From an optimization exercise on the open Yosys and OpenROAD flow, aimed at small area, a short achievable clock period and few clock cycles per item; shortcuts taken in it are not production practice. In this exercise RTL edits were held to simulation tests only and were not proved equivalent to the original.

`flow/design.v`:
```
module CordicAccelerator(
  input         clock,
  input         reset,
  input         cmd_valid,
  output        cmd_ready,
  input  [6:0]  cmd_funct,
  input  [4:0]  cmd_rd,
  input  [63:0] cmd_rs1,
  input  [63:0] cmd_rs2,
  output        resp_valid,
  input         resp_ready,
  output [4:0]  resp_rd,
  output [63:0] resp_data,
  output        busy
);
  function [31:0] addc(input [31:0] a, input [31:0] b, input c);
    reg [31:0] g, p, gg, pp, gn, pn;
    integer k, l;
    begin
      g = a & b;
      p = a ^ b;
      gg = g;
      pp = p;
      gg[0] = g[0] | (p[0] & c);
      pp[0] = 1'b0;
      for (l = 0; l < 5; l = l + 1) begin
        gn = gg;
        pn = pp;
        for (k = 0; k < 32; k = k + 1)
          if (k[l]) begin
            gn[k] = gg[k] | (pp[k] & gg[((k >> l) << l) - 1]);
            pn[k] = pp[k] & pp[((k >> l) << l) - 1];
          end
        gg = gn;
        pp = pn;
      end
      addc = p ^ {gg[30:0], c};
    end
  endfunction
  wire recirc;    
  wire [31:0] res;
  wire [4:0] end_rd;
  wire take;      
  assign cmd_ready = take;
  wire accept = cmd_valid & take;
  wire [31:0] z0 = cmd_rs2[31:0];
  wire z0_fits = (z0[31:17] == {15{z0[31]}});
  wire [17:0] zc0 = z0_fits ? z0[17:0] : {z0[31], {17{~z0[31]}}};
  wire d1 = zc0[17];
  wire [17:0] zs2 = d1 ? zc0 + 18'd51472 : zc0 - 18'd51472;
  wire [16:0] z3 = (zs2[17:16] == {2{zs2[17]}}) ? zs2[16:0] : {zs2[17], {16{~zs2[17]}}};
  wire d6 = z0[31] ? ($signed(z0) < -32'sd51472) : ($signed(z0) < 32'sd51472);
  wire [31:0] x4 = cmd_rs1[31:0];
  wire [31:0] yt5 = ((cmd_rs1[31:0] ^ {32{d1}}) + {31'd0, d1}) ^ {32{~d6}};
  wire c2_7 = $signed(z0) < 32'sd81858;
  wire c2_8 = $signed(z0) < 32'sd21086;
  wire c2_9 = $signed(z0) < -32'sd21086;
  wire c2_10 = $signed(z0) < -32'sd81858;
  wire d11 = z0[31] ? (d6 ? c2_10 : c2_9) : (d6 ? c2_8 : c2_7);
  reg [31:0] p1_x, p1_y;
  reg [17:0] p1_z;
  reg p1_d1, p1_d2;
  reg [4:0] p1_rd;
  reg p1_fn, p1_dn, p1_v;
  always @(posedge clock) begin
    if (reset) p1_v <= 1'b0;
    else p1_v <= accept | recirc;
    p1_x <= recirc ? res : x4;
    p1_y <= recirc ? {32{~d6}} : yt5;
    p1_z <= zc0;
    p1_rd <= recirc ? end_rd : cmd_rd;
    p1_fn <= ~recirc & cmd_funct[0];
    p1_dn <= recirc;
    p1_d1 <= d6;
    p1_d2 <= d11;
  end
  wire [18:0] zk12 = p1_z[17] ? (p1_d1 ? (p1_d2 ? 19'sd97913 : 19'sd65803) : (p1_d2 ? 19'sd37141 : 19'sd5031)) : (p1_d1 ? (p1_d2 ? -19'sd5031 : -19'sd37141) : (p1_d2 ? -19'sd65803 : -19'sd97913));
  wire [18:0] zs13 = {p1_z[17], p1_z} + zk12;
  wire [14:0] z14 = (zs13[18:14] == {5{zs13[18]}}) ? zs13[14:0] : {zs13[18], {14{~zs13[18]}}};
  wire [31:0] ys17 = $signed(p1_y) >>> 1;
  wire [31:0] xs18 = $signed(p1_x) >>> 1;
  wire [31:0] x15 = addc(p1_x, ys17, ~p1_d1);
  wire [31:0] xg20 = xs18 & {32{~p1_dn}};
  wire [31:0] u19 = addc(p1_y, ~xg20, 1'b1);
  wire [31:0] yt16 = u19 ^ {32{p1_d1 ^ p1_d2}};
  reg [31:0] p2_x, p2_y;
  reg [4:0] p2_rd;
  reg p2_fn, p2_dn, p2_v;
  reg p2_d;
  reg [14:0] p2_z;
  always @(posedge clock) begin
    if (reset) p2_v <= 1'b0;
    else p2_v <= p1_v;
    p2_x <= x15;
    p2_y <= yt16;
    p2_rd <= p1_rd;
    p2_fn <= p1_fn;
    p2_dn <= p1_dn;
    p2_d <= p1_d2;
    p2_z <= z14;
  end
  wire [14:0] zs21 = p2_z[14] ? p2_z + 15'd8150 : p2_z - 15'd8150;
  wire [13:0] z22 = (zs21[14:13] == {2{zs21[14]}}) ? zs21[13:0] : {zs21[14], {13{~zs21[14]}}};
  wire [31:0] ys25 = $signed(p2_y) >>> 2;
  wire [31:0] xs26 = $signed(p2_x) >>> 2;
  wire [31:0] x23 = addc(p2_x, ys25, ~p2_d);
  wire [31:0] xg28 = xs26 & {32{~p2_dn}};
  wire [31:0] u27 = addc(p2_y, ~xg28, 1'b1);
  wire [31:0] yt24 = u27 ^ {32{p2_d ^ p2_z[14]}};
  reg [31:0] p3_x, p3_y;
  reg [4:0] p3_rd;
  reg p3_fn, p3_dn, p3_v;
  reg p3_d;
  reg [13:0] p3_z;
  always @(posedge clock) begin
    if (reset) p3_v <= 1'b0;
    else p3_v <= p2_v;
    p3_x <= x23;
    p3_y <= yt24;
    p3_rd <= p2_rd;
    p3_fn <= p2_fn;
    p3_dn <= p2_dn;
    p3_d <= p2_z[14];
    p3_z <= z22;
  end
  wire [13:0] zs29 = p3_z[13] ? p3_z + 14'd4091 : p3_z - 14'd4091;
  wire [12:0] z30 = (zs29[13:12] == {2{zs29[13]}}) ? zs29[12:0] : {zs29[13], {12{~zs29[13]}}};
  wire [31:0] ys33 = $signed(p3_y) >>> 3;
  wire [31:0] xs34 = $signed(p3_x) >>> 3;
  wire [31:0] x31 = addc(p3_x, ys33, ~p3_d);
  wire [31:0] xg36 = xs34 & {32{~p3_dn}};
  wire [31:0] u35 = addc(p3_y, ~xg36, 1'b1);
  wire [31:0] yt32 = u35 ^ {32{p3_d ^ p3_z[13]}};
  reg [31:0] p4_x, p4_y;
  reg [4:0] p4_rd;
  reg p4_fn, p4_dn, p4_v;
  reg p4_d;
  reg [12:0] p4_z;
  always @(posedge clock) begin
    if (reset) p4_v <= 1'b0;
    else p4_v <= p3_v;
    p4_x <= x31;
    p4_y <= yt32;
    p4_rd <= p3_rd;
    p4_fn <= p3_fn;
    p4_dn <= p3_dn;
    p4_d <= p3_z[13];
    p4_z <= z30;
  end
  wire [12:0] zs37 = p4_z[12] ? p4_z + 13'd2047 : p4_z - 13'd2047;
  wire [11:0] z38 = (zs37[12:11] == {2{zs37[12]}}) ? zs37[11:0] : {zs37[12], {11{~zs37[12]}}};
  wire [31:0] ys41 = $signed(p4_y) >>> 4;
  wire [31:0] xs42 = $signed(p4_x) >>> 4;
  wire [31:0] x39 = addc(p4_x, ys41, ~p4_d);
  wire [31:0] xg44 = xs42 & {32{~p4_dn}};
  wire [31:0] u43 = addc(p4_y, ~xg44, 1'b1);
  wire [31:0] yt40 = u43 ^ {32{p4_d ^ p4_z[12]}};
  reg [31:0] p5_x, p5_y;
  reg [4:0] p5_rd;
  reg p5_fn, p5_dn, p5_v;
  reg p5_d;
  reg [11:0] p5_z;
  always @(posedge clock) begin
    if (reset) p5_v <= 1'b0;
    else p5_v <= p4_v;
    p5_x <= x39;
    p5_y <= yt40;
    p5_rd <= p4_rd;
    p5_fn <= p4_fn;
    p5_dn <= p4_dn;
    p5_d <= p4_z[12];
    p5_z <= z38;
  end
  wire [11:0] zs45 = p5_z[11] ? p5_z + 12'd1024 : p5_z - 12'd1024;
  wire [10:0] z46 = (zs45[11:10] == {2{zs45[11]}}) ? zs45[10:0] : {zs45[11], {10{~zs45[11]}}};
  wire [31:0] ys49 = $signed(p5_y) >>> 5;
  wire [31:0] xs50 = $signed(p5_x) >>> 5;
  wire [31:0] x47 = addc(p5_x, ys49, ~p5_d);
  wire [31:0] xg52 = xs50 & {32{~p5_dn}};
  wire [31:0] u51 = addc(p5_y, ~xg52, 1'b1);
  wire [31:0] yt48 = u51 ^ {32{p5_d ^ p5_z[11]}};
  reg [31:0] p6_x, p6_y;
  reg [4:0] p6_rd;
  reg p6_fn, p6_dn, p6_v;
  reg p6_d;
  reg [10:0] p6_z;
  always @(posedge clock) begin
    if (reset) p6_v <= 1'b0;
    else p6_v <= p5_v;
    p6_x <= x47;
    p6_y <= yt48;
    p6_rd <= p5_rd;
    p6_fn <= p5_fn;
    p6_dn <= p5_dn;
    p6_d <= p5_z[11];
    p6_z <= z46;
  end
  wire [10:0] zs53 = p6_z[10] ? p6_z + 11'd512 : p6_z - 11'd512;
  wire [9:0] z54 = (zs53[10:9] == {2{zs53[10]}}) ? zs53[9:0] : {zs53[10], {9{~zs53[10]}}};
  wire [31:0] ys57 = $signed(p6_y) >>> 6;
  wire [31:0] xs58 = $signed(p6_x) >>> 6;
  wire [31:0] x55 = addc(p6_x, ys57, ~p6_d);
  wire [31:0] xg60 = xs58 & {32{~p6_dn}};
  wire [31:0] u59 = addc(p6_y, ~xg60, 1'b1);
  wire [31:0] yt56 = u59 ^ {32{p6_d ^ p6_z[10]}};
  reg [31:0] p7_x, p7_y;
  reg [4:0] p7_rd;
  reg p7_fn, p7_dn, p7_v;
  reg p7_d;
  reg [9:0] p7_z;
  always @(posedge clock) begin
    if (reset) p7_v <= 1'b0;
    else p7_v <= p6_v;
    p7_x <= x55;
    p7_y <= yt56;
    p7_rd <= p6_rd;
    p7_fn <= p6_fn;
    p7_dn <= p6_dn;
    p7_d <= p6_z[10];
    p7_z <= z54;
  end
  wire [9:0] zs61 = p7_z[9] ? p7_z + 10'd256 : p7_z - 10'd256;
  wire [8:0] z62 = (zs61[9:8] == {2{zs61[9]}}) ? zs61[8:0] : {zs61[9], {8{~zs61[9]}}};
  wire [31:0] ys65 = $signed(p7_y) >>> 7;
  wire [31:0] xs66 = $signed(p7_x) >>> 7;
  wire [31:0] x63 = addc(p7_x, ys65, ~p7_d);
  wire [31:0] xg68 = xs66 & {32{~p7_dn}};
  wire [31:0] u67 = addc(p7_y, ~xg68, 1'b1);
  wire [31:0] yt64 = u67 ^ {32{p7_d ^ p7_z[9]}};
  reg [31:0] p8_x, p8_y;
  reg [4:0] p8_rd;
  reg p8_fn, p8_dn, p8_v;
  reg p8_d;
  reg [8:0] p8_z;
  always @(posedge clock) begin
    if (reset) p8_v <= 1'b0;
    else p8_v <= p7_v;
    p8_x <= x63;
    p8_y <= yt64;
    p8_rd <= p7_rd;
    p8_fn <= p7_fn;
    p8_dn <= p7_dn;
    p8_d <= p7_z[9];
    p8_z <= z62;
  end
  wire [8:0] zs69 = p8_z[8] ? p8_z + 9'd128 : p8_z - 9'd128;
  wire [7:0] z70 = (zs69[8:7] == {2{zs69[8]}}) ? zs69[7:0] : {zs69[8], {7{~zs69[8]}}};
  wire [31:0] ys73 = $signed(p8_y) >>> 8;
  wire [31:0] xs74 = $signed(p8_x) >>> 8;
  wire [31:0] x71 = addc(p8_x, ys73, ~p8_d);
  wire [31:0] xg76 = xs74 & {32{~p8_dn}};
  wire [31:0] u75 = addc(p8_y, ~xg76, 1'b1);
  wire [31:0] yt72 = u75 ^ {32{p8_d ^ p8_z[8]}};
  reg [31:0] p9_x, p9_y;
  reg [4:0] p9_rd;
  reg p9_fn, p9_dn, p9_v;
  reg p9_d;
  reg [7:0] p9_z;
  always @(posedge clock) begin
    if (reset) p9_v <= 1'b0;
    else p9_v <= p8_v;
    p9_x <= x71;
    p9_y <= yt72;
    p9_rd <= p8_rd;
    p9_fn <= p8_fn;
    p9_dn <= p8_dn;
    p9_d <= p8_z[8];
    p9_z <= z70;
  end
  wire [7:0] zs77 = p9_z[7] ? p9_z + 8'd64 : p9_z - 8'd64;
  wire [6:0] z78 = (zs77[7:6] == {2{zs77[7]}}) ? zs77[6:0] : {zs77[7], {6{~zs77[7]}}};
  wire [31:0] ys81 = $signed(p9_y) >>> 9;
  wire [31:0] xs82 = $signed(p9_x) >>> 9;
  wire [31:0] x79 = addc(p9_x, ys81, ~p9_d);
  wire [31:0] xg84 = xs82 & {32{~p9_dn}};
  wire [31:0] u83 = addc(p9_y, ~xg84, 1'b1);
  wire [31:0] yt80 = u83 ^ {32{p9_d ^ p9_z[7]}};
  reg [31:0] p10_x, p10_y;
  reg [4:0] p10_rd;
  reg p10_fn, p10_dn, p10_v;
  reg p10_d;
  reg [6:0] p10_z;
  always @(posedge clock) begin
    if (reset) p10_v <= 1'b0;
    else p10_v <= p9_v;
    p10_x <= x79;
    p10_y <= yt80;
    p10_rd <= p9_rd;
    p10_fn <= p9_fn;
    p10_dn <= p9_dn;
    p10_d <= p9_z[7];
    p10_z <= z78;
  end
  wire [6:0] zs85 = p10_z[6] ? p10_z + 7'd32 : p10_z - 7'd32;
  wire [5:0] z86 = (zs85[6:5] == {2{zs85[6]}}) ? zs85[5:0] : {zs85[6], {5{~zs85[6]}}};
  wire [31:0] ys89 = $signed(p10_y) >>> 10;
  wire [31:0] xs90 = $signed(p10_x) >>> 10;
  wire [31:0] x87 = addc(p10_x, ys89, ~p10_d);
  wire [31:0] xg92 = xs90 & {32{~p10_dn}};
  wire [31:0] u91 = addc(p10_y, ~xg92, 1'b1);
  wire [31:0] yt88 = u91 ^ {32{p10_d ^ p10_z[6]}};
  reg [31:0] p11_x, p11_y;
  reg [4:0] p11_rd;
  reg p11_fn, p11_dn, p11_v;
  reg p11_d;
  reg [5:0] p11_z;
  always @(posedge clock) begin
    if (reset) p11_v <= 1'b0;
    else p11_v <= p10_v;
    p11_x <= x87;
    p11_y <= yt88;
    p11_rd <= p10_rd;
    p11_fn <= p10_fn;
    p11_dn <= p10_dn;
    p11_d <= p10_z[6];
    p11_z <= z86;
  end
  wire [5:0] zs93 = p11_z[5] ? p11_z + 6'd16 : p11_z - 6'd16;
  wire [4:0] z94 = (zs93[5:4] == {2{zs93[5]}}) ? zs93[4:0] : {zs93[5], {4{~zs93[5]}}};
  wire [31:0] ys97 = $signed(p11_y) >>> 11;
  wire [31:0] xs98 = $signed(p11_x) >>> 11;
  wire [31:0] x95 = addc(p11_x, ys97, ~p11_d);
  wire [31:0] xg100 = xs98 & {32{~p11_dn}};
  wire [31:0] u99 = addc(p11_y, ~xg100, 1'b1);
  wire [31:0] yt96 = u99 ^ {32{p11_d ^ p11_z[5]}};
  reg [31:0] p12_x, p12_y;
  reg [4:0] p12_rd;
  reg p12_fn, p12_dn, p12_v;
  reg p12_d;
  reg [4:0] p12_z;
  always @(posedge clock) begin
    if (reset) p12_v <= 1'b0;
    else p12_v <= p11_v;
    p12_x <= x95;
    p12_y <= yt96;
    p12_rd <= p11_rd;
    p12_fn <= p11_fn;
    p12_dn <= p11_dn;
    p12_d <= p11_z[5];
    p12_z <= z94;
  end
  wire [4:0] zs101 = p12_z[4] ? p12_z + 5'd8 : p12_z - 5'd8;
  wire [3:0] z102 = (zs101[4:3] == {2{zs101[4]}}) ? zs101[3:0] : {zs101[4], {3{~zs101[4]}}};
  wire [31:0] ys105 = $signed(p12_y) >>> 12;
  wire [31:0] xs106 = $signed(p12_x) >>> 12;
  wire [31:0] x103 = addc(p12_x, ys105, ~p12_d);
  wire [31:0] xg108 = xs106 & {32{~p12_dn}};
  wire [31:0] u107 = addc(p12_y, ~xg108, 1'b1);
  wire [31:0] yt104 = u107 ^ {32{p12_d ^ p12_z[4]}};
  reg [31:0] p13_x, p13_y;
  reg [4:0] p13_rd;
  reg p13_fn, p13_dn, p13_v;
  reg p13_d;
  reg [3:0] p13_z;
  always @(posedge clock) begin
    if (reset) p13_v <= 1'b0;
    else p13_v <= p12_v;
    p13_x <= x103;
    p13_y <= yt104;
    p13_rd <= p12_rd;
    p13_fn <= p12_fn;
    p13_dn <= p12_dn;
    p13_d <= p12_z[4];
    p13_z <= z102;
  end
  wire [3:0] zs109 = p13_z[3] ? p13_z + 4'd4 : p13_z - 4'd4;
  wire [2:0] z110 = (zs109[3:2] == {2{zs109[3]}}) ? zs109[2:0] : {zs109[3], {2{~zs109[3]}}};
  wire [31:0] ys113 = $signed(p13_y) >>> 13;
  wire [31:0] xs114 = $signed(p13_x) >>> 13;
  wire [31:0] x111 = addc(p13_x, ys113, ~p13_d);
  wire [31:0] xg116 = xs114 & {32{~p13_dn}};
  wire [31:0] u115 = addc(p13_y, ~xg116, 1'b1);
  wire [31:0] yt112 = u115 ^ {32{p13_d ^ p13_z[3]}};
  reg [31:0] p14_x, p14_y;
  reg [4:0] p14_rd;
  reg p14_fn, p14_dn, p14_v;
  reg p14_d;
  reg [2:0] p14_z;
  always @(posedge clock) begin
    if (reset) p14_v <= 1'b0;
    else p14_v <= p13_v;
    p14_x <= x111;
    p14_y <= yt112;
    p14_rd <= p13_rd;
    p14_fn <= p13_fn;
    p14_dn <= p13_dn;
    p14_d <= p13_z[3];
    p14_z <= z110;
  end
  wire [2:0] zs117 = p14_z[2] ? p14_z + 3'd2 : p14_z - 3'd2;
  wire [1:0] z118 = (zs117[2:1] == {2{zs117[2]}}) ? zs117[1:0] : {zs117[2], {1{~zs117[2]}}};
  wire [31:0] ys121 = $signed(p14_y) >>> 14;
  wire [31:0] xs122 = $signed(p14_x) >>> 14;
  wire [31:0] x119 = addc(p14_x, ys121, ~p14_d);
  wire [31:0] xg124 = xs122 & {32{~p14_dn}};
  wire [31:0] u123 = addc(p14_y, ~xg124, 1'b1);
  wire [31:0] yt120 = u123 ^ {32{p14_d ^ p14_z[2]}};
  reg [31:0] p15_x, p15_y;
  reg [4:0] p15_rd;
  reg p15_fn, p15_dn, p15_v;
  reg p15_d;
  reg [1:0] p15_z;
  always @(posedge clock) begin
    if (reset) p15_v <= 1'b0;
    else p15_v <= p14_v;
    p15_x <= x119;
    p15_y <= yt120;
    p15_rd <= p14_rd;
    p15_fn <= p14_fn;
    p15_dn <= p14_dn;
    p15_d <= p14_z[2];
    p15_z <= z118;
  end
  wire [1:0] zs125 = p15_z[1] ? p15_z + 2'd1 : p15_z - 2'd1;
  wire z126 = zs125[1];
  wire [31:0] ys129 = $signed(p15_y) >>> 15;
  wire [31:0] xs130 = $signed(p15_x) >>> 15;
  wire [31:0] x127 = addc(p15_x, ys129, ~p15_d);
  wire [31:0] xg132 = xs130 & {32{~p15_dn}};
  wire [31:0] u131 = addc(p15_y, ~xg132, 1'b1);
  wire [31:0] yt128 = u131 ^ {32{p15_d ^ p15_z[1]}};
  reg [31:0] p16_x, p16_y;
  reg [4:0] p16_rd;
  reg p16_fn, p16_dn, p16_v;
  reg p16_d;
  reg p16_z;
  always @(posedge clock) begin
    if (reset) p16_v <= 1'b0;
    else p16_v <= p15_v;
    p16_x <= x127;
    p16_y <= yt128;
    p16_rd <= p15_rd;
    p16_fn <= p15_fn;
    p16_dn <= p15_dn;
    p16_d <= p15_z[1];
    p16_z <= z126;
  end
  wire [31:0] ys135 = $signed(p16_y) >>> 16;
  wire [31:0] xs136 = $signed(p16_x) >>> 16;
  wire [31:0] x133 = addc(p16_x, ys135, ~p16_d);
  wire [31:0] xg138 = xs136 & {32{~p16_dn}};
  wire [31:0] u137 = addc(p16_y, ~xg138, 1'b1);
  wire [31:0] yt134 = u137 ^ {32{p16_d ^ p16_z}};
  reg [31:0] p17_x, p17_y;
  reg [4:0] p17_rd;
  reg p17_fn, p17_dn, p17_v;
  reg p17_d;
  always @(posedge clock) begin
    if (reset) p17_v <= 1'b0;
    else p17_v <= p16_v;
    p17_x <= x133;
    p17_y <= yt134;
    p17_rd <= p16_rd;
    p17_fn <= p16_fn;
    p17_dn <= p16_dn;
    p17_d <= p16_z;
  end
  wire [31:0] ys141 = $signed(p17_y) >>> 17;
  wire [31:0] xs142 = $signed(p17_x) >>> 17;
  wire [31:0] x139 = addc(p17_x, ys141, ~p17_d);
  wire [31:0] xg144 = xs142 & {32{~p17_dn}};
  wire [31:0] u143 = addc(p17_y, ~xg144, 1'b1);
  wire [31:0] yt140 = u143 ^ {32{p17_d ^ p17_d}};
  reg [31:0] p18_x, p18_y;
  reg [4:0] p18_rd;
  reg p18_fn, p18_dn, p18_v;
  reg p18_d;
  always @(posedge clock) begin
    if (reset) p18_v <= 1'b0;
    else p18_v <= p17_v;
    p18_x <= x139;
    p18_y <= yt140;
    p18_rd <= p17_rd;
    p18_fn <= p17_fn;
    p18_dn <= p17_dn;
    p18_d <= p17_d;
  end
  wire [31:0] ys147 = $signed(p18_y) >>> 18;
  wire [31:0] xs148 = $signed(p18_x) >>> 18;
  wire [31:0] x145 = addc(p18_x, ys147, ~p18_d);
  wire [31:0] xg150 = xs148 & {32{~p18_dn}};
  wire [31:0] u149 = addc(p18_y, ~xg150, 1'b1);
  wire [31:0] yt146 = u149 ^ {32{p18_d ^ p18_d}};
  reg [31:0] p19_x, p19_y;
  reg [4:0] p19_rd;
  reg p19_fn, p19_dn, p19_v;
  reg p19_d;
  always @(posedge clock) begin
    if (reset) p19_v <= 1'b0;
    else p19_v <= p18_v;
    p19_x <= x145;
    p19_y <= yt146;
    p19_rd <= p18_rd;
    p19_fn <= p18_fn;
    p19_dn <= p18_dn;
    p19_d <= p18_d;
  end
  wire [31:0] ys153 = $signed(p19_y) >>> 19;
  wire [31:0] xs154 = $signed(p19_x) >>> 19;
  wire [31:0] x151 = addc(p19_x, ys153, ~p19_d);
  wire [31:0] xg156 = xs154 & {32{~p19_dn}};
  wire [31:0] u155 = addc(p19_y, ~xg156, 1'b1);
  wire [31:0] yt152 = u155 ^ {32{p19_d ^ p19_d}};
  reg [31:0] p20_x, p20_y;
  reg [4:0] p20_rd;
  reg p20_fn, p20_dn, p20_v;
  reg p20_d;
  always @(posedge clock) begin
    if (reset) p20_v <= 1'b0;
    else p20_v <= p19_v;
    p20_x <= x151;
    p20_y <= yt152;
    p20_rd <= p19_rd;
    p20_fn <= p19_fn;
    p20_dn <= p19_dn;
    p20_d <= p19_d;
  end
  wire [31:0] ys159 = $signed(p20_y) >>> 20;
  wire [31:0] xs160 = $signed(p20_x) >>> 20;
  wire [31:0] x157 = addc(p20_x, ys159, ~p20_d);
  wire [31:0] xg162 = xs160 & {32{~p20_dn}};
  wire [31:0] u161 = addc(p20_y, ~xg162, 1'b1);
  wire [31:0] yt158 = u161 ^ {32{p20_d ^ p20_d}};
  reg [31:0] p21_x, p21_y;
  reg [4:0] p21_rd;
  reg p21_fn, p21_dn, p21_v;
  reg p21_d;
  always @(posedge clock) begin
    if (reset) p21_v <= 1'b0;
    else p21_v <= p20_v;
    p21_x <= x157;
    p21_y <= yt158;
    p21_rd <= p20_rd;
    p21_fn <= p20_fn;
    p21_dn <= p20_dn;
    p21_d <= p20_d;
  end
  wire [31:0] ys165 = $signed(p21_y) >>> 21;
  wire [31:0] xs166 = $signed(p21_x) >>> 21;
  wire [31:0] x163 = addc(p21_x, ys165, ~p21_d);
  wire [31:0] xg168 = xs166 & {32{~p21_dn}};
  wire [31:0] u167 = addc(p21_y, ~xg168, 1'b1);
  wire [31:0] yt164 = u167 ^ {32{p21_d ^ p21_d}};
  reg [31:0] p22_x, p22_y;
  reg [4:0] p22_rd;
  reg p22_fn, p22_dn, p22_v;
  reg p22_d;
  always @(posedge clock) begin
    if (reset) p22_v <= 1'b0;
    else p22_v <= p21_v;
    p22_x <= x163;
    p22_y <= yt164;
    p22_rd <= p21_rd;
    p22_fn <= p21_fn;
    p22_dn <= p21_dn;
    p22_d <= p21_d;
  end
  wire [31:0] ys171 = $signed(p22_y) >>> 22;
  wire [31:0] xs172 = $signed(p22_x) >>> 22;
  wire [31:0] x169 = addc(p22_x, ys171, ~p22_d);
  wire [31:0] xg174 = xs172 & {32{~p22_dn}};
  wire [31:0] u173 = addc(p22_y, ~xg174, 1'b1);
  wire [31:0] yt170 = u173 ^ {32{p22_d ^ p22_d}};
  reg [31:0] p23_x, p23_y;
  reg [4:0] p23_rd;
  reg p23_fn, p23_dn, p23_v;
  reg p23_d;
  always @(posedge clock) begin
    if (reset) p23_v <= 1'b0;
    else p23_v <= p22_v;
    p23_x <= x169;
    p23_y <= yt170;
    p23_rd <= p22_rd;
    p23_fn <= p22_fn;
    p23_dn <= p22_dn;
    p23_d <= p22_d;
  end
  wire [31:0] ys177 = $signed(p23_y) >>> 23;
  wire [31:0] xs178 = $signed(p23_x) >>> 23;
  wire [31:0] x175 = addc(p23_x, ys177, ~p23_d);
  wire [31:0] xg180 = xs178 & {32{~p23_dn}};
  wire [31:0] u179 = addc(p23_y, ~xg180, 1'b1);
  wire [31:0] yt176 = u179 ^ {32{p23_d ^ p23_d}};
  reg [31:0] p24_x, p24_y;
  reg [4:0] p24_rd;
  reg p24_fn, p24_dn, p24_v;
  reg p24_d;
  always @(posedge clock) begin
    if (reset) p24_v <= 1'b0;
    else p24_v <= p23_v;
    p24_x <= x175;
    p24_y <= yt176;
    p24_rd <= p23_rd;
    p24_fn <= p23_fn;
    p24_dn <= p23_dn;
    p24_d <= p23_d;
  end
  wire [31:0] ys183 = $signed(p24_y) >>> 24;
  wire [31:0] xs184 = $signed(p24_x) >>> 24;
  wire [31:0] x181 = addc(p24_x, ys183, ~p24_d);
  wire [31:0] xg186 = xs184 & {32{~p24_dn}};
  wire [31:0] u185 = addc(p24_y, ~xg186, 1'b1);
  wire [31:0] yt182 = u185 ^ {32{p24_d ^ p24_d}};
  reg [31:0] p25_x, p25_y;
  reg [4:0] p25_rd;
  reg p25_fn, p25_dn, p25_v;
  reg p25_d;
  always @(posedge clock) begin
    if (reset) p25_v <= 1'b0;
    else p25_v <= p24_v;
    p25_x <= x181;
    p25_y <= yt182;
    p25_rd <= p24_rd;
    p25_fn <= p24_fn;
    p25_dn <= p24_dn;
    p25_d <= p24_d;
  end
  wire [31:0] ys189 = $signed(p25_y) >>> 25;
  wire [31:0] xs190 = $signed(p25_x) >>> 25;
  wire [31:0] x187 = addc(p25_x, ys189, ~p25_d);
  wire [31:0] xg192 = xs190 & {32{~p25_dn}};
  wire [31:0] u191 = addc(p25_y, ~xg192, 1'b1);
  wire [31:0] yt188 = u191 ^ {32{p25_d ^ p25_d}};
  reg [31:0] p26_x, p26_y;
  reg [4:0] p26_rd;
  reg p26_fn, p26_dn, p26_v;
  reg p26_d;
  always @(posedge clock) begin
    if (reset) p26_v <= 1'b0;
    else p26_v <= p25_v;
    p26_x <= x187;
    p26_y <= yt188;
    p26_rd <= p25_rd;
    p26_fn <= p25_fn;
    p26_dn <= p25_dn;
    p26_d <= p25_d;
  end
  wire [31:0] ys195 = $signed(p26_y) >>> 26;
  wire [31:0] xs196 = $signed(p26_x) >>> 26;
  wire [31:0] x193 = addc(p26_x, ys195, ~p26_d);
  wire [31:0] xg198 = xs196 & {32{~p26_dn}};
  wire [31:0] u197 = addc(p26_y, ~xg198, 1'b1);
  wire [31:0] yt194 = u197 ^ {32{p26_d ^ p26_d}};
  reg [31:0] p27_x, p27_y;
  reg [4:0] p27_rd;
  reg p27_fn, p27_dn, p27_v;
  reg p27_d;
  always @(posedge clock) begin
    if (reset) p27_v <= 1'b0;
    else p27_v <= p26_v;
    p27_x <= x193;
    p27_y <= yt194;
    p27_rd <= p26_rd;
    p27_fn <= p26_fn;
    p27_dn <= p26_dn;
    p27_d <= p26_d;
  end
  wire [31:0] ys201 = $signed(p27_y) >>> 27;
  wire [31:0] xs202 = $signed(p27_x) >>> 27;
  wire [31:0] x199 = addc(p27_x, ys201, ~p27_d);
  wire [31:0] xg204 = xs202 & {32{~p27_dn}};
  wire [31:0] u203 = addc(p27_y, ~xg204, 1'b1);
  wire [31:0] yt200 = u203 ^ {32{p27_d ^ p27_d}};
  reg [31:0] p28_x, p28_y;
  reg [4:0] p28_rd;
  reg p28_fn, p28_dn, p28_v;
  reg p28_d;
  always @(posedge clock) begin
    if (reset) p28_v <= 1'b0;
    else p28_v <= p27_v;
    p28_x <= x199;
    p28_y <= yt200;
    p28_rd <= p27_rd;
    p28_fn <= p27_fn;
    p28_dn <= p27_dn;
    p28_d <= p27_d;
  end
  wire [31:0] ys207 = $signed(p28_y) >>> 28;
  wire [31:0] xs208 = $signed(p28_x) >>> 28;
  wire [31:0] x205 = addc(p28_x, ys207, ~p28_d);
  wire [31:0] xg210 = xs208 & {32{~p28_dn}};
  wire [31:0] u209 = addc(p28_y, ~xg210, 1'b1);
  wire [31:0] yt206 = u209 ^ {32{p28_d ^ p28_d}};
  reg [31:0] p29_x, p29_y;
  reg [4:0] p29_rd;
  reg p29_fn, p29_dn, p29_v;
  reg p29_d;
  always @(posedge clock) begin
    if (reset) p29_v <= 1'b0;
    else p29_v <= p28_v;
    p29_x <= x205;
    p29_y <= yt206;
    p29_rd <= p28_rd;
    p29_fn <= p28_fn;
    p29_dn <= p28_dn;
    p29_d <= p28_d;
  end
  wire [31:0] ys213 = $signed(p29_y) >>> 29;
  wire [31:0] xs214 = $signed(p29_x) >>> 29;
  wire [31:0] x211 = addc(p29_x, ys213, ~p29_d);
  wire [31:0] xg216 = xs214 & {32{~p29_dn}};
  wire [31:0] u215 = addc(p29_y, ~xg216, 1'b1);
  wire [31:0] yt212 = u215 ^ {32{p29_d ^ p29_d}};
  reg [31:0] p30_x, p30_y;
  reg [4:0] p30_rd;
  reg p30_fn, p30_dn, p30_v;
  reg p30_d;
  always @(posedge clock) begin
    if (reset) p30_v <= 1'b0;
    else p30_v <= p29_v;
    p30_x <= x211;
    p30_y <= yt212;
    p30_rd <= p29_rd;
    p30_fn <= p29_fn;
    p30_dn <= p29_dn;
    p30_d <= p29_d;
  end
  wire [31:0] ys219 = $signed(p30_y) >>> 30;
  wire [31:0] xs220 = $signed(p30_x) >>> 30;
  wire [31:0] x217 = addc(p30_x, ys219, ~p30_d);
  wire [31:0] xg222 = xs220 & {32{~p30_dn}};
  wire [31:0] u221 = addc(p30_y, ~xg222, 1'b1);
  wire [31:0] yt218 = u221 ^ {32{p30_d ^ p30_d}};
  reg [31:0] p31_x, p31_y;
  reg [4:0] p31_rd;
  reg p31_fn, p31_dn, p31_v;
  reg p31_d;
  always @(posedge clock) begin
    if (reset) p31_v <= 1'b0;
    else p31_v <= p30_v;
    p31_x <= x217;
    p31_y <= yt218;
    p31_rd <= p30_rd;
    p31_fn <= p30_fn;
    p31_dn <= p30_dn;
    p31_d <= p30_d;
  end
  wire [31:0] y31 = p31_y ^ {32{~p31_d}};
  wire [31:0] exi = p31_x + 32'd1;
  wire [31:0] exd = p31_x - 32'd1;
  wire [31:0] eys = (p31_y + 32'd1) ^ {32{~p31_d}};
  wire [31:0] exs = p31_d ? exd : exi;
  assign res = p31_fn ? (p31_x[31] ? eys : y31) : (y31[31] ? exs : p31_x);
  assign end_rd = p31_rd;
  wire end_v = p31_v;
  reg [31:0] h_data, k_data;
  reg [4:0] h_rd, k_rd;
  reg hv, kv, busy_r;
  reg blocked;
  reg [4:0] wait_n;
  wire wait_0 = (wait_n == 5'd0);
  wire push = end_v & ~(hv & kv) & (~blocked | wait_0);
  assign recirc = end_v & ~push;
  assign take = ~recirc & ~blocked;
  wire pop = hv & resp_ready;
  wire h_load = ~hv | pop;
  wire hv_n = h_load ? (kv | push) : 1'b1;
  wire kv_n = h_load ? (kv & push) : (kv | push);
  wire inflight_n = hv_n | kv_n |
      (accept | recirc) |
      p1_v |
      p2_v |
      p3_v |
      p4_v |
      p5_v |
      p6_v |
      p7_v |
      p8_v |
      p9_v |
      p10_v |
      p11_v |
      p12_v |
      p13_v |
      p14_v |
      p15_v |
      p16_v |
      p17_v |
      p18_v |
      p19_v |
      p20_v |
      p21_v |
      p22_v |
      p23_v |
      p24_v |
      p25_v |
      p26_v |
      p27_v |
      p28_v |
      p29_v |
      p30_v;
  always @(posedge clock) begin
    if (reset) begin
      hv <= 1'b0;
      kv <= 1'b0;
      busy_r <= 1'b0;
      blocked <= 1'b0;
    end else begin
      hv <= hv_n;
      kv <= kv_n;
      busy_r <= inflight_n;
      if (recirc & (~blocked | wait_0))
        blocked <= 1'b1;
      else if (push & blocked)
        blocked <= 1'b0;
    end
    if (recirc & (~blocked | wait_0))
      wait_n <= 5'd30;
    else
      wait_n <= wait_n - 5'd1;
    if (h_load) begin
      h_data <= kv ? k_data : res;
      h_rd <= kv ? k_rd : end_rd;
    end
    if (h_load ? kv : ~kv) begin
      k_data <= res;
      k_rd <= end_rd;
    end
  end
  assign resp_valid = hv;
  assign resp_rd = h_rd;
  assign resp_data = {32'h0, h_data};
  assign busy = busy_r;
endmodule
```
`flow/constraint.sdc`:
```
create_clock -name core_clock -period 6.0 [get_ports {clock}]
set_input_delay 1.2000 -clock core_clock [delete_from_list [all_inputs] [get_ports {clock}]]
set_output_delay 1.2000 -clock core_clock [all_outputs]
set_load 0.01 [all_outputs]
```
`flow/config.mk`:
```
export PLATFORM = sky130hd
export DESIGN_NAME = CordicAccelerator
export DESIGN_NICKNAME = CordicAccelerator
export VERILOG_FILES = /design/flow/design.v
export SDC_FILE = /design/flow/constraint.sdc
export NUM_CORES = 8
export LEC_CHECK = 0
export CAP_MARGIN = 20
export CORE_MARGIN = 2
export CORE_UTILIZATION = 60
export CTS_BUF_LIST = sky130_fd_sc_hd__clkbuf_8 sky130_fd_sc_hd__clkbuf_16
export CTS_CLUSTER_DIAMETER = 80
export CTS_CLUSTER_SIZE = 30
export GPL_ROUTABILITY_DRIVEN = 0
export SETUP_SLACK_MARGIN = 2.6
export SLEW_MARGIN = 20
```
`flow/run.sh`:
```
#!/bin/bash
# synth_recipe.tcl (not shown) runs the flow's synth.tcl, then flattens the netlist and writes it again
# the make line also repeats each setting of config.mk as NAME=value (left out here)
make -C /OpenROAD-flow-scripts/flow DESIGN_CONFIG=/design/flow/config.mk WORK_HOME=/design/flow/orfs CLKGATE_MAP_FILE= SYNTH_SCRIPT=/design/flow/synth_recipe.tcl finish
```
==> impl.org, run 1 <==
** Placement
- Post-detail-place hpwl :: 238.5 mm
- OpenSTA, run right after detailed placement, puts the worst setup slack at 1506 ps.
- Input and output buffers added on the ports amount to 113.
- Summing all placed instances gives a cell area of 143300 um2.

** Worst setup path
- Family with the most delay on the worst path :: compound AO/OA/AOI/OAI gates
- The worst setup path is launched from a flip-flop.
- Sequence of cells on the critical path :: buf_8 > ha_4 > or3_4 > a311oi_4 > o31ai_4 > a311oi_2 > buf_4 > nor3_4 > o21ai_2 > o22ai_2 > nor4_4 > nor4b_4 > buf_12 > mux2_4
- By startpoint and endpoint, the worst setup path is classified as flip-flop to flip-flop.
- Worst path slowest cell :: sky130_fd_sc_hd__or3_4
- The worst setup path is captured at a flip-flop.
- STA puts the critical path data arrival time at 4320 ps.
- At the worst endpoint, the required time is 6600 ps.
- Along the worst path, the maximum fanout reaches 5.
- In this design, the stage delay of the slowest critical-path cell is 410 ps.
- Together, buffers and inverters on the worst path number 3.

** Die
- In this run the vertical extent of the chip is 483.9 um.
- Horiz. Die Dim :: 483.9 um
- The initial utilization of the core area, before any placement, comes to 60.21%.
- During I/O placement, the number of pins put on the boundary was 216.
- The die covers 234100 um2.
- Number of standard-cell rows in the floorplan :: 176
- The total area inside the core boundary comes to 229500 um2.

** Global routing
- Via count of the first global-routing pass :: 100200
- For this run the aggregate overflow at the end of global routing stands at 0.
- Pin count of the biggest net entering global routing :: 63
- The number of antenna violations at the first check in global routing was 7.
- GRT Total Usage :: 26.49%
- The first global-routing pass estimated 510.3 mm of wire.

** Detailed routing
- In the routed design, unresolved DRC markers number 0.
- Wirelength per Cell :: 18.18 um
- After detailed routing, the total wire length is 320.4 mm.
- Initial DRT Pass Iterations :: 6
- For this block, the initial DRC count from the detailed router was 4882.
- Antenna-violating nets left :: 0
- Post-DR vias/cell :: 5.583
- The routed layout has 98400 vias.

** Clock tree
- Buffers inserted during clock tree synthesis total 143.
- The clock passes through at most 3 buffers.
- Clock sink count :: 2484
- At the later pin of the worst-skew pair, clock insertion delay measures 850 ps.
- Library cell used as clock root buffer :: sky130_fd_sc_hd__clkbuf_16
- Number of H-tree levels :: 4
- TritonCTS built the clock tree.
- Clock-pin slew was measured on the worst setup and hold paths at 100 ps.
- Buffers inserted to repair hold after CTS numbered 0.

** Cells and area
- Layout cell share with drive strength beyond 1 :: 15.86%
- At the end of the flow the core is filled with cells to 69.92%.
- Relative to the synthesized area, the layout overhead comes to 16.12%.
- After routing the design area is 160400 um2.
- Leaving out fill and tap cells, the most frequent cells in the layout are sky130_fd_sc_hd__dfxtp_1, sky130_fd_sc_hd__ha_1, sky130_fd_sc_hd__xnor2_1, sky130_fd_sc_hd__nor2_1, sky130_fd_sc_hd__inv_1.
- Number of nets in the finished design :: 16820
- Most common cell after layout, fill and taps aside :: sky130_fd_sc_hd__dfxtp_1

** Yosys
- Of the total synthesized cell area, the portion taken by XOR and XNOR cells is 13.93%.
- Avg Synthesized Cell Area :: 10.19 um2
- Synth top area cells :: sky130_fd_sc_hd__dfxtp_1, sky130_fd_sc_hd__ha_1, sky130_fd_sc_hd__xnor2_1, sky130_fd_sc_hd__fa_1, sky130_fd_sc_hd__xor2_1
- Counting every instance in the synthesized netlist gives 13560.
- The most used flip-flop cell after synthesis is sky130_fd_sc_hd__dfxtp_1.
- The synthesized netlist occupies a cell area of 138200 um2.
- After Yosys synthesis, and, or, nand and nor cells account for 10.49% of the synthesized area.
- Yosys warnings :: 1
- The share of the Yosys chip area taken by registers is 36.53%.
- Area leader, netlist :: sky130_fd_sc_hd__dfxtp_1
- Summing the areas of all compound-gate instances in the mapped netlist gives 13.91% of the synthesized area.
- Of the post-synthesis cell area, the part taken by muxes is 0.7326%.
- Flip-flop and latch count after synthesis :: 2484
- Main combinational cell family by area after synthesis :: adder cells
- After Yosys synthesis, full adders, half adders and majority gates account for 21.84% of the synthesized area.
- Portion of synthesized cell area occupied by the leading cell type :: 34.92%
- Synthesis instantiated 105 different standard cells from the library.
- The synthesized design contains 74 enable-type register cells.
- Asr flop ratio synth :: 0%

** STA
- Across the routed clock network, the largest skew measured is 33.51 ps.
- Number of setup violations in the final report :: 0
- Worst slew margin relative to its limit :: 35.25%
- For the final routed database, the setup TNS stands at 0 ps.
- Setup repair after global routing could not meet its margin everywhere.
- Maximum clock frequency :: 0.2687 GHz
- Of the available clock period, the critical path in the final layout requires 62.03%.
- Fin crit period :: 3722 ps
- At the pin with the least slew margin, the transition time is 971.3 ps.
- After layout, the worst setup slack is 2278 ps.
- The final-report max-slew violation count was 0.
- Final Hold Violating Endpoints :: 0

** Run
- Maxcap violations :: 0

** Outcome
- The run finished with no timing, DRC or antenna violations.

** Worst hold path
- The min-delay analysis places its worst path in the category flip-flop to flip-flop.
==> metal layers <==
metal	up-vias	routed length (um)	share of wire [%]	global-route usage (%)
li1	48940	-	-	-
met1	47640	150500	47	36.46
met2	1403	150700	47	44.59
met3	416	12470	3.9	2.954
met4	0	6769	2.1	6.052
met5	-	0	0	0
==> cells by family after synthesis <==
logic type | after synthesis
AOI/OAI and AO/OA | 2859
xor gates and xnor gates | 2198
adders and majority gates | 2214
buffers and inverters | 908
DFF | 2484
muxes | 93
other | 1
and+or+nand+nor | 2801
==> cells in the mapped netlist (20+ instances only) <==
master / count
sky130_fd_sc_hd__a2111oi_0: 22
sky130_fd_sc_hd__a211oi_1: 72
sky130_fd_sc_hd__a21boi_0: 29
sky130_fd_sc_hd__a21o_1: 639
sky130_fd_sc_hd__a21oi_1: 772
sky130_fd_sc_hd__a311o_1: 21
sky130_fd_sc_hd__a31o_2: 32
sky130_fd_sc_hd__a31oi_1: 110
sky130_fd_sc_hd__a41o_1: 25
sky130_fd_sc_hd__and2_1: 56
sky130_fd_sc_hd__and3_1: 106
sky130_fd_sc_hd__and4_1: 47
sky130_fd_sc_hd__buf_1: 20
sky130_fd_sc_hd__buf_4: 33
sky130_fd_sc_hd__clkbuf_1: 129
sky130_fd_sc_hd__dfxtp_1: 2410
sky130_fd_sc_hd__edfxtp_1: 74
sky130_fd_sc_hd__fa_1: 335
sky130_fd_sc_hd__ha_1: 1864
sky130_fd_sc_hd__inv_1: 718
sky130_fd_sc_hd__mux2_2: 59
sky130_fd_sc_hd__mux2i_1: 31
sky130_fd_sc_hd__nand2_1: 385
sky130_fd_sc_hd__nand2b_1: 561
sky130_fd_sc_hd__nand3_1: 144
sky130_fd_sc_hd__nand4_1: 82
sky130_fd_sc_hd__nor2_1: 742
sky130_fd_sc_hd__nor2b_1: 220
sky130_fd_sc_hd__nor3_1: 220
sky130_fd_sc_hd__nor4_1: 23
sky130_fd_sc_hd__o211ai_1: 42
sky130_fd_sc_hd__o21a_1: 198
sky130_fd_sc_hd__o21ai_0: 417
sky130_fd_sc_hd__o21ai_1: 61
sky130_fd_sc_hd__o21ba_2: 21
sky130_fd_sc_hd__o21bai_1: 93
sky130_fd_sc_hd__o31a_1: 23
sky130_fd_sc_hd__o41ai_1: 31
sky130_fd_sc_hd__or2_2: 86
sky130_fd_sc_hd__or3_1: 79
sky130_fd_sc_hd__xnor2_1: 1512
sky130_fd_sc_hd__xor2_1: 686
==> cell type report <==
class,count,area (um2)
Antenna cell,3,7.507
Tap cell,3026,3786
Inverter,719,2734
Fill cell,17400,69030
Sequential cell,2484,50770
Clock buffer,148,3659
Timing Repair Buffer,921,8045
Clock inverter,115,1411
Multi-Input combinational cell,10210,90030
==> timing repair <==
action | 4_1_cts | 5_1_grt
endpoints found under the setup margin | 957 | 612
buffers inserted | 465 | 286
pin swaps | 470 | 611
gates cloned | 13 | 4
resized for setup | 749 | 661
==> final timing paths <==
kind                         start                   end  slack, ps  depth (start not counted)
hold reg to reg   p4_rd[0]$_DFF_P_      p5_rd[0]$_DFF_P_        330                          0
setup / recovery     p31_d$_DFF_P_  h_data[31]$_DFFE_PN_       2280                         14
setup reg to reg     p31_d$_DFF_P_  h_data[31]$_DFFE_PN_       2280                         14
hold / removal    p4_rd[0]$_DFF_P_      p5_rd[0]$_DFF_P_        330                          0
==> metrics by stage <==
stage,hold WS (ps),cells
global placement,309.6,16590
CTS,331.5,17330
global route,333.3,17620
floorplan,309.6,13590
finish,327.0,17620
detailed placement,312.1,16590
Testbench counts, summed over its fixed seeds: cycles 1,856, items 1,600.
==> inputs of run 2 (changes only) <==
--- a/flow/config.mk
+++ b/flow/config.mk
@@ -8,9 +8,9 @@
 export CAP_MARGIN = 20
 export CORE_MARGIN = 2
-export CORE_UTILIZATION = 60
+export CORE_UTILIZATION = 55
 export CTS_BUF_LIST = sky130_fd_sc_hd__clkbuf_8 sky130_fd_sc_hd__clkbuf_16
 export CTS_CLUSTER_DIAMETER = 80
 export CTS_CLUSTER_SIZE = 30
 export GPL_ROUTABILITY_DRIVEN = 0
-export SETUP_SLACK_MARGIN = 2.6
+export SETUP_SLACK_MARGIN = 2.5
 export SLEW_MARGIN = 20
==> impl.org, run 2 <==
** Clock tree
- Clock tree from TritonCTS :: built
- Library cell used as clock root buffer :: sky130_fd_sc_hd__clkbuf_16
- Clock sink count :: 2484 (unchanged)
- Clock insertion delay at the later pin of the skew report :: 830 ps (-20 ps)
- The number of buffers created by CTS is 139 (-2.8%).
- Number of H-tree levels :: 4 (unchanged)
- Hold-fix buffers at CTS :: 0 (unchanged)
- The clock-pin slew on the worst setup and hold paths was 110 ps (about the same).
- Clk buf depth :: 3 (unchanged)

** Die
- Core box area :: 250500 um2 (+9.2%)
- The initial core utilization was 55.16% (-5.1 points).
- The I/O pin total came to 216 (unchanged).
- The row count was 184 (+4.5%).
- The floorplan die height is 505.2 um (+4.4%).
- Die Area :: 255200 um2 (+9.0%)
- Horiz. Die Dim :: 505.2 um (+4.4%)

** Placement
- The number of input and output port buffers inserted was 113 (unchanged).
- Post-detail-place hpwl :: 242.1 mm (+1.5%)

** Global routing
- Via count of the first global-routing pass :: 98040 (-2.1%)
- Number of antenna violations at the first check in global routing :: 3 (-4)
- The total global-route track usage was 23.93% (-2.6 points).
- The first-pass GRT wire length is 501.9 mm (-1.7%).
- The total congestion overflow after global routing came to 0 (unchanged).
- The pin count of the biggest net entering global routing came to 63 (unchanged).

** Yosys
- Portion of synthesized cell area occupied by the leading cell type :: 34.92% (unchanged)
- The number of warnings reported in the yosys synthesis log is 1 (unchanged).
- Post-Synthesis Cell Area :: 138200 um2 (unchanged)
- Ranked by total cell area, the synthesized netlist is headed by sky130_fd_sc_hd__dfxtp_1, sky130_fd_sc_hd__ha_1, sky130_fd_sc_hd__xnor2_1, sky130_fd_sc_hd__fa_1, sky130_fd_sc_hd__xor2_1.
- Avg Synthesized Cell Area :: 10.19 um2 (unchanged)
- Register area share after synthesis :: 36.53% (unchanged)
- The most used flip-flop cell after synthesis is sky130_fd_sc_hd__dfxtp_1.
- Number of enable flip-flop cells after synthesis :: 74 (unchanged)
- The number of cells produced by synthesis came to 13560 (unchanged).
- Among all cell types in the netlist, the one instantiated most often is sky130_fd_sc_hd__dfxtp_1.
- The number of synthesized register bits came to 2484 (unchanged).
- Post-synthesis cell type count :: 105 (unchanged)
- Area leader, netlist :: sky130_fd_sc_hd__dfxtp_1
- Most common library cells after synthesis :: sky130_fd_sc_hd__dfxtp_1, sky130_fd_sc_hd__ha_1, sky130_fd_sc_hd__xnor2_1
- The async set or reset register ratio after synthesis came to 0% (unchanged).

** Outcome
- Status :: finished clean

** Detailed routing
- Post-DR vias/cell :: 5.441 (-2.6%)
- The number of routed nets with antenna violations is 0 (unchanged).
- Initial DRT Pass Iterations :: 7 (+1)
- Total detailed-routing wirelength :: 316.0 mm (-1.4%)
- The count of routing violations after the opening detailed-route iteration came to 4776 (-2.2%).
- Wirelength per Cell :: 17.81 um (-2.1%)
- DRC violation count after routing :: 0 (unchanged)
- The total via count after detailed routing is 96540 (-1.9%).

** Worst hold path
- In this run the worst hold path is classified as flip-flop to flip-flop.
- The path with the worst hold slack has its endpoint at p7_rd[4]$_DFF_P_.
- The startpoint identified for the worst hold timing path is p6_rd[4]$_DFF_P_.
- Hold Path Cell Cnt :: 0 (unchanged)

** Worst setup path
- Capture point of the worst reg-to-reg path :: p2_z[11]$_DFF_P_
- The depth of the most critical reg-to-reg path was 16 (+2).
- Flop2flop setup slack :: 2390 ps (+110 ps)
- Critical Setup Path Class :: flip-flop to flip-flop
- STA classifies the critical path endpoint as a flip-flop.
- The worst setup path is launched from a flip-flop.
- Arrival time at the worst endpoint :: 4300 ps (-20 ps)
- Critical register-to-register path startpoint :: p1_d1$_DFF_P_
- The maximum net fanout on the critical path came to 7 (+2).
- The worst path required time came to 6690 ps (+90 ps).

** STA
- The timing-limited maximum frequency was 0.2770 GHz (+3.1%).
- Worst slew margin relative to its limit :: 32.64% (-2.6 points)
- The worst-case clock skew came to 33.49 ps (-0.02280 ps).
- Final Hold Violating Endpoints :: 0 (unchanged)
- Pin slew with the least headroom to its limit :: 1001 ps (+29.90 ps)
- Fin crit period :: 3610 ps (-112.4 ps)
- Final total negative setup slack :: 0 ps (unchanged)
- Setup repair after global routing could not meet its margin everywhere.
- Final count of pins violating max slew :: 0 (unchanged)
- Period utilisation layout :: 60.16% (-1.9 points)
- The final number of setup-violating endpoints came to 0 (unchanged).

** Cells and area
- Area grow syn2layout :: 14.44%
- Commonest non-fill, non-tap cells in the layout :: sky130_fd_sc_hd__dfxtp_1, sky130_fd_sc_hd__ha_1, sky130_fd_sc_hd__xnor2_1, sky130_fd_sc_hd__nor2_1, sky130_fd_sc_hd__inv_1
- Layout cell share with drive strength beyond 1 :: 13.50% (-2.4 points)
- Number of nets in the finished design :: 16620 (-1.2%)
- The final core utilization is 63.12% (-6.8 points).
- Most common cell after layout, fill and taps aside :: sky130_fd_sc_hd__dfxtp_1

** Run
- The count of maximum capacitance violations came to 0 (unchanged).
==> run 2: cell counts after synthesis <==
No cell type changed its count.
==> run 2: how the worst max path moves through the flow <==
stage	slack [ps]	to	depth (start not counted)	startpoint
after detailed placement	1500	h_data[28]$_DFFE_PN_	13	p31_d$_DFF_P_
after global placement	1610	p10_y[31]$_DFF_P_	15	p9_dn$_DFF_P_
after CTS	2310	p12_x[31]$_DFF_P_	13	p11_d$_DFF_P_
final	2390	p2_z[11]$_DFF_P_	16	p1_d1$_DFF_P_
after global routing	2240	p2_z[7]$_DFF_P_	16	p1_d1$_DFF_P_
after floorplan	2390	p2_z[4]$_DFF_P_	18	p1_d1$_DFF_P_
==> run 2: cell families (layout without fill, tap and decap cells) <==
kind of cell / Yosys count / count (layout) / share of synthesized area [%]
AO/OA/AOI/OAI: 2859 / 2859 / 13.91
AND/OR/NAND/NOR: 2801 / 2805 / 10.49
flip-flops: 2484 / 2484 / 36.53
adder cells (fa/ha/maj): 2214 / 2214 / 21.84
XOR/XNOR: 2198 / 2198 / 13.93
buffers and inverters: 908 / 1708 / 2.563
multiplexers: 93 / 93 / 0.7326
other: 1 / 35 / 0.002714
==> run 2: timing repair <==
item / in CTS / in global routing
setup buffers: 331 / 230
gates cloned: 7 / 1
pin swaps: 342 / 513
endpoints found under the hold margin: 0 / 0
endpoints found under the setup margin: 874 / 521
gates resized for setup: 589 / 555
==> run 2: final cells by class <==
cell class / instances / area (um2)
antenna: 3 / 7.507
clock buffer: 151 / 3722
clock inverter: 103 / 1306
fill: 20740 / 92380
inverter: 719 / 2726
multi-input combinational: 10200 / 89100
sequential: 2484 / 50750
tap: 3348 / 4189
timing repair buffer: 735 / 6301
==> run 2: through the flow <==
step	worst slack [ps]	std cells	area [um2]	hold WS [ps]
after detailed placement	1504	16920	143600	312.1
after global placement	1609	16920	143600	309.7
after CTS	2311	17510	154000	315.1
after global routing	2242	17740	158100	320.7
after floorplan	2386	13590	138500	309.6
final	2391	17740	158100	314.6
==> run 2: layer usage <==
| metal | vias to the layer above | GRT usage [%] | part of all wire [%] |
|---|---|---|---|
| met3 | 373 | 3.099 | 3.7 |
| met5 | - | 0 | 0 |
| met1 | 46420 | 32.95 | 48 |
| met4 | 0 | 4.948 | 2.0 |
| li1 | 48540 | - | - |
| met2 | 1208 | 40.11 | 47 |
==> run 2: critical path: stages (launching register included) <==
cell and delay [ps]:
sky130_fd_sc_hd__dfxtp_4 400, sky130_fd_sc_hd__inv_8 60, sky130_fd_sc_hd__ha_4 300, sky130_fd_sc_hd__xor2_4 190
sky130_fd_sc_hd__ha_4 220, sky130_fd_sc_hd__o21a_1 190, sky130_fd_sc_hd__o211ai_1 220, sky130_fd_sc_hd__a31oi_2 100
sky130_fd_sc_hd__o2111ai_2 310, sky130_fd_sc_hd__a31oi_4 160, sky130_fd_sc_hd__nor4_4 210, sky130_fd_sc_hd__a311oi_4 70
sky130_fd_sc_hd__or3_4 420, sky130_fd_sc_hd__o221ai_4 200, sky130_fd_sc_hd__o21ai_4 130, sky130_fd_sc_hd__buf_12 160
sky130_fd_sc_hd__mux2i_1 120
==> inputs of run 3 (changes only) <==
--- a/flow/config.mk
+++ b/flow/config.mk
@@ -13,4 +13,5 @@
 export CTS_CLUSTER_SIZE = 30
 export GPL_ROUTABILITY_DRIVEN = 0
+export PLACE_DENSITY = 0.55
 export SETUP_SLACK_MARGIN = 2.5
 export SLEW_MARGIN = 20
==> impl.org, run 3 <==
** Placement
- The detailed placer's ending HPWL came to 242.1 mm (unchanged).
- The number of instances in the placed design came to 16920 (unchanged).
- The placed standard-cell area is 143600 um2 (unchanged).
- I/O Buffers :: 113 (unchanged)

** STA
- Final Hold Violating Endpoints :: 0 (unchanged)
- The final number of setup-violating endpoints is 0 (unchanged).
- The post-route minimum period came to 3610 ps (unchanged).
- Maximum clock frequency :: 0.2770 GHz (unchanged)
- Pin slew with the least headroom to its limit :: 1001 ps (unchanged)
- The share of the clock period used by the worst path was 60.16% (unchanged).
- Unrepaired setup endpoints after global routing :: yes
- The worst-case clock skew is 33.49 ps (unchanged).
- The post-route setup TNS was 0 ps (unchanged).
- The final-report max-slew violation count was 0 (unchanged).
- Worst slew margin relative to its limit :: 32.64% (unchanged)

** Cells and area
- The post-route non-filler standard cell count came to 17740 (unchanged).
- The area overhead of the layout relative to synthesis was 14.44% (unchanged).
- In the layout the commonest cells are sky130_fd_sc_hd__dfxtp_1, sky130_fd_sc_hd__ha_1, sky130_fd_sc_hd__xnor2_1, sky130_fd_sc_hd__nor2_1, sky130_fd_sc_hd__inv_1.
- Filler Cell Count :: 20740 (unchanged)
- Number of nets in the finished design :: 16620 (unchanged)
- Post-route cell area :: 158100 um2 (unchanged)
- The library cell used most frequently in the layout, excluding fill and tap cells, is sky130_fd_sc_hd__dfxtp_1.
- The share of cells above drive strength 1 was 13.50% (unchanged).
- The total area of sequential cells came to 50750 um2 (unchanged).
- The area used by multi-input combinational logic came to 89100 um2 (unchanged).

** Worst hold path
- The worst hold path belongs to the class flip-flop to flip-flop.
- Min-Delay Endpoint :: p7_rd[4]$_DFF_P_
- Worst min-delay path startpoint :: p6_rd[4]$_DFF_P_
- Hold Path Cell Cnt :: 0 (unchanged)

** Detailed routing
- The average via count per standard cell came to 5.441 (unchanged).
- The number of optimization iterations in the first detailed-route pass came to 7 (unchanged).
- Antenna-violating nets left :: 0 (unchanged)
- Wirelength per Cell :: 17.81 um (unchanged)
- The total via count after detailed routing came to 96540 (unchanged).
- Starting DRC count in detailed routing :: 4776 (unchanged)
- Total detailed-routing wirelength :: 316.0 mm (unchanged)
- DRC violation count after routing :: 0 (unchanged)

** Worst setup path
- Worst path slowest cell :: sky130_fd_sc_hd__or3_4
- Flop2flop setup slack :: 2390 ps (about the same)
- Worst-case reg-to-reg path depth :: 16 (unchanged)
- CP most frequent cell :: sky130_fd_sc_hd__ha_4
- The worst path required time was 6690 ps (about the same).
- The worst setup path is launched from a flip-flop.
- Endpoint type of the worst setup path :: flip-flop
- The buffering stage count on the worst path with inverters included came to 2 (unchanged).
- The endpoint identified for the worst register-to-register timing path is p2_z[11]$_DFF_P_.
- Family with the most delay on the worst path :: compound AO/OA/AOI/OAI gates
- Walking the worst path, the cells encountered are inv_8 > ha_4 > xor2_4 > ha_4 > o21a_1 > o211ai_1 > a31oi_2 > o2111ai_2 > a31oi_4 > nor4_4 > a311oi_4 > or3_4 > o221ai_4 > o21ai_4 > buf_12 > mux2i_1.
- The data arrival time of the critical path is 4300 ps (about the same).
- Critical register-to-register path startpoint :: p1_d1$_DFF_P_
- Critical Setup Path Class :: flip-flop to flip-flop
- The maximum net fanout on the critical path is 7 (unchanged).
- The maximum cell stage delay along the critical path is 420 ps (about the same).

** Global routing
- Overflow left after global routing :: 0 (unchanged)
- The number of antenna violations at the first check in global routing came to 3 (unchanged).
- The number of global-route vias before repair is 98040 (unchanged).
- The total global-route track usage was 23.93% (unchanged).
- The first-pass GRT wire length was 501.9 mm (unchanged).
- Pin count of the biggest net entering global routing :: 63 (unchanged)

** Yosys
- The number of cells produced by synthesis is 13560 (unchanged).
- The top cell type's share of synthesized area is 34.92% (unchanged).
- The number of synthesized register bits came to 2484 (unchanged).
- The number of synthesized flops with an enable pin is 74 (unchanged).
- Synth top area cells :: sky130_fd_sc_hd__dfxtp_1, sky130_fd_sc_hd__ha_1, sky130_fd_sc_hd__xnor2_1, sky130_fd_sc_hd__fa_1, sky130_fd_sc_hd__xor2_1
- Asr flop ratio synth :: 0% (unchanged)
- Most common library cells after synthesis :: sky130_fd_sc_hd__dfxtp_1, sky130_fd_sc_hd__ha_1, sky130_fd_sc_hd__xnor2_1
- The sequential element share of the synthesized area is 36.53% (unchanged).
- Avg Synthesized Cell Area :: 10.19 um2 (unchanged)
- sky130_fd_sc_hd__dfxtp_1 takes more of the synthesized area than any other cell.
- Post-synthesis cell type count :: 105 (unchanged)
- Post-Synthesis Cell Area :: 138200 um2 (unchanged)
- Most common cell in the netlist :: sky130_fd_sc_hd__dfxtp_1
- Main synth FF type :: sky130_fd_sc_hd__dfxtp_1
- The number of warnings reported in the yosys synthesis log came to 1 (unchanged).

** Die
- Die Area :: 255200 um2 (unchanged)
- Initial Util :: 55.16% (unchanged)
- The width of the die came to 505.2 um (unchanged).
- The floorplan die height was 505.2 um (unchanged).
- The core region area is 250500 um2 (unchanged).
- # IOs :: 216 (unchanged)
- Number of standard-cell rows in the floorplan :: 184 (unchanged)

** Clock tree
- Clock sink count :: 2484 (unchanged)
- The clock-pin slew on the worst setup and hold paths was 110 ps (about the same).
- Library cell used as clock root buffer :: sky130_fd_sc_hd__clkbuf_16
- TritonCTS built the clock tree.
- Number of H-tree levels :: 4 (unchanged)
- The deepest clock path buffer count was 3 (unchanged).
- Clock insertion delay at the later pin of the skew report :: 830 ps (about the same)
- The number of buffers created by CTS is 139 (unchanged).

** Run
- Maxcap violations :: 0 (unchanged)

** Outcome
- Status :: finished clean
## run 3: cell counts in the layout (fill, tap and decap cells not counted)
No cell type changed its count.
## run 3: cell type report
cell class / instances / share of cell area [%]
Antenna cell: 3 / 0.004748
Sequential cell: 2484 / 32.10
Tap cell: 3348 / 2.650
Clock buffer: 151 / 2.354
Timing Repair Buffer: 735 / 3.985
Multi-Input combinational cell: 10200 / 56.36
Clock inverter: 103 / 0.8262
Inverter: 719 / 1.724
## run 3: per-layer routing
layer / vias to the layer above / global-route usage (%) / wire length [um]
li1: 48540 / - / -
met1: 46420 / 32.95 / 150500
met2: 1208 / 40.11 / 147500
met3: 373 / 3.099 / 11680
met4: 0 / 4.948 / 6320
met5: - / 0 / 0
## run 3: logic make-up after synthesis
group,share of synthesized area (%)
AO/OA/AOI/OAI,13.91
XOR/XNOR,13.93
adder cells (fa/ha/maj),21.84
buffers and inverters,2.563
flip-flops,36.53
multiplexers,0.7326
other,0.002714
AND/OR/NAND/NOR,10.49
## run 3: worst reg2reg max path: cells and delay by family (launching register included)
kind / cells / cell delay (ps)
compound gates: 8 / 1390
simple gates: 2 / 640
mux: 1 / 130
flops: 1 / 400
xor+xnor: 1 / 190
buf+inv: 2 / 220
fa+ha+maj: 2 / 520
## run 3: worst max-delay path by stage
stage                   from                   end  slack [ps]  cells after the start
2_1_floorplan  p1_d1$_DFF_P_       p2_z[4]$_DFF_P_        2390                     18
3_3_place_gp   p9_dn$_DFF_P_     p10_y[31]$_DFF_P_        1610                     15
3_5_place_dp   p31_d$_DFF_P_  h_data[28]$_DFFE_PN_        1500                     13
4_1_cts        p11_d$_DFF_P_     p12_x[31]$_DFF_P_        2310                     13
5_1_grt        p1_d1$_DFF_P_       p2_z[7]$_DFF_P_        2240                     16
6_report       p1_d1$_DFF_P_      p2_z[11]$_DFF_P_        2390                     16
## run 3: repair_timing
action / CTS / global route
hold buffers: 0 / 0
setup buffers: 331 / 230
gates resized for setup: 589 / 555
gates cloned: 7 / 1
pin swaps: 342 / 513
setup endpoints to repair: 874 / 521
## run 3: per-stage QoR
stage          util (%)  setup slack [ps]  hold slack [ps]
6_report          63.12              2391            314.6
5_1_grt           63.12              2242            320.7
4_1_cts           61.47              2311            315.1
3_5_place_dp      57.35              1504            312.1
3_3_place_gp      57.35              1609            309.7
2_1_floorplan         -              2386            309.6

==> port drivers added, routing unchanged <==
No port has a modelled driver above. Below, the same layouts with a new extraction and two added sets of constraints.
Step 1, drivers: a clkbuf_16 drives clock and a buf_2 each remaining input, both assumed.
Step 2 moves the port delays by t, midway between the first and last clock arrival at a register: inputs arrive t later, outputs are due t later. That takes back most of the time a late clock gives input paths.
a / b / c = ideal / step 1 / step 2; a / b = the first two.
run	t (ns)	slack for setup (ns)	slew at the worst register clock pin (ns)	worst slew at a driven data input, ns
run 1	0.923	2.278 / 2.278 / 1.915	0.11 / 0.11	0.07
run 2	0.895	2.390 / 2.390 / 1.791	0.11 / 0.11	0.06
run 3	0.895	2.390 / 2.390 / 1.791	0.11 / 0.11	0.06
After both steps setup and hold are still met in every run listed.
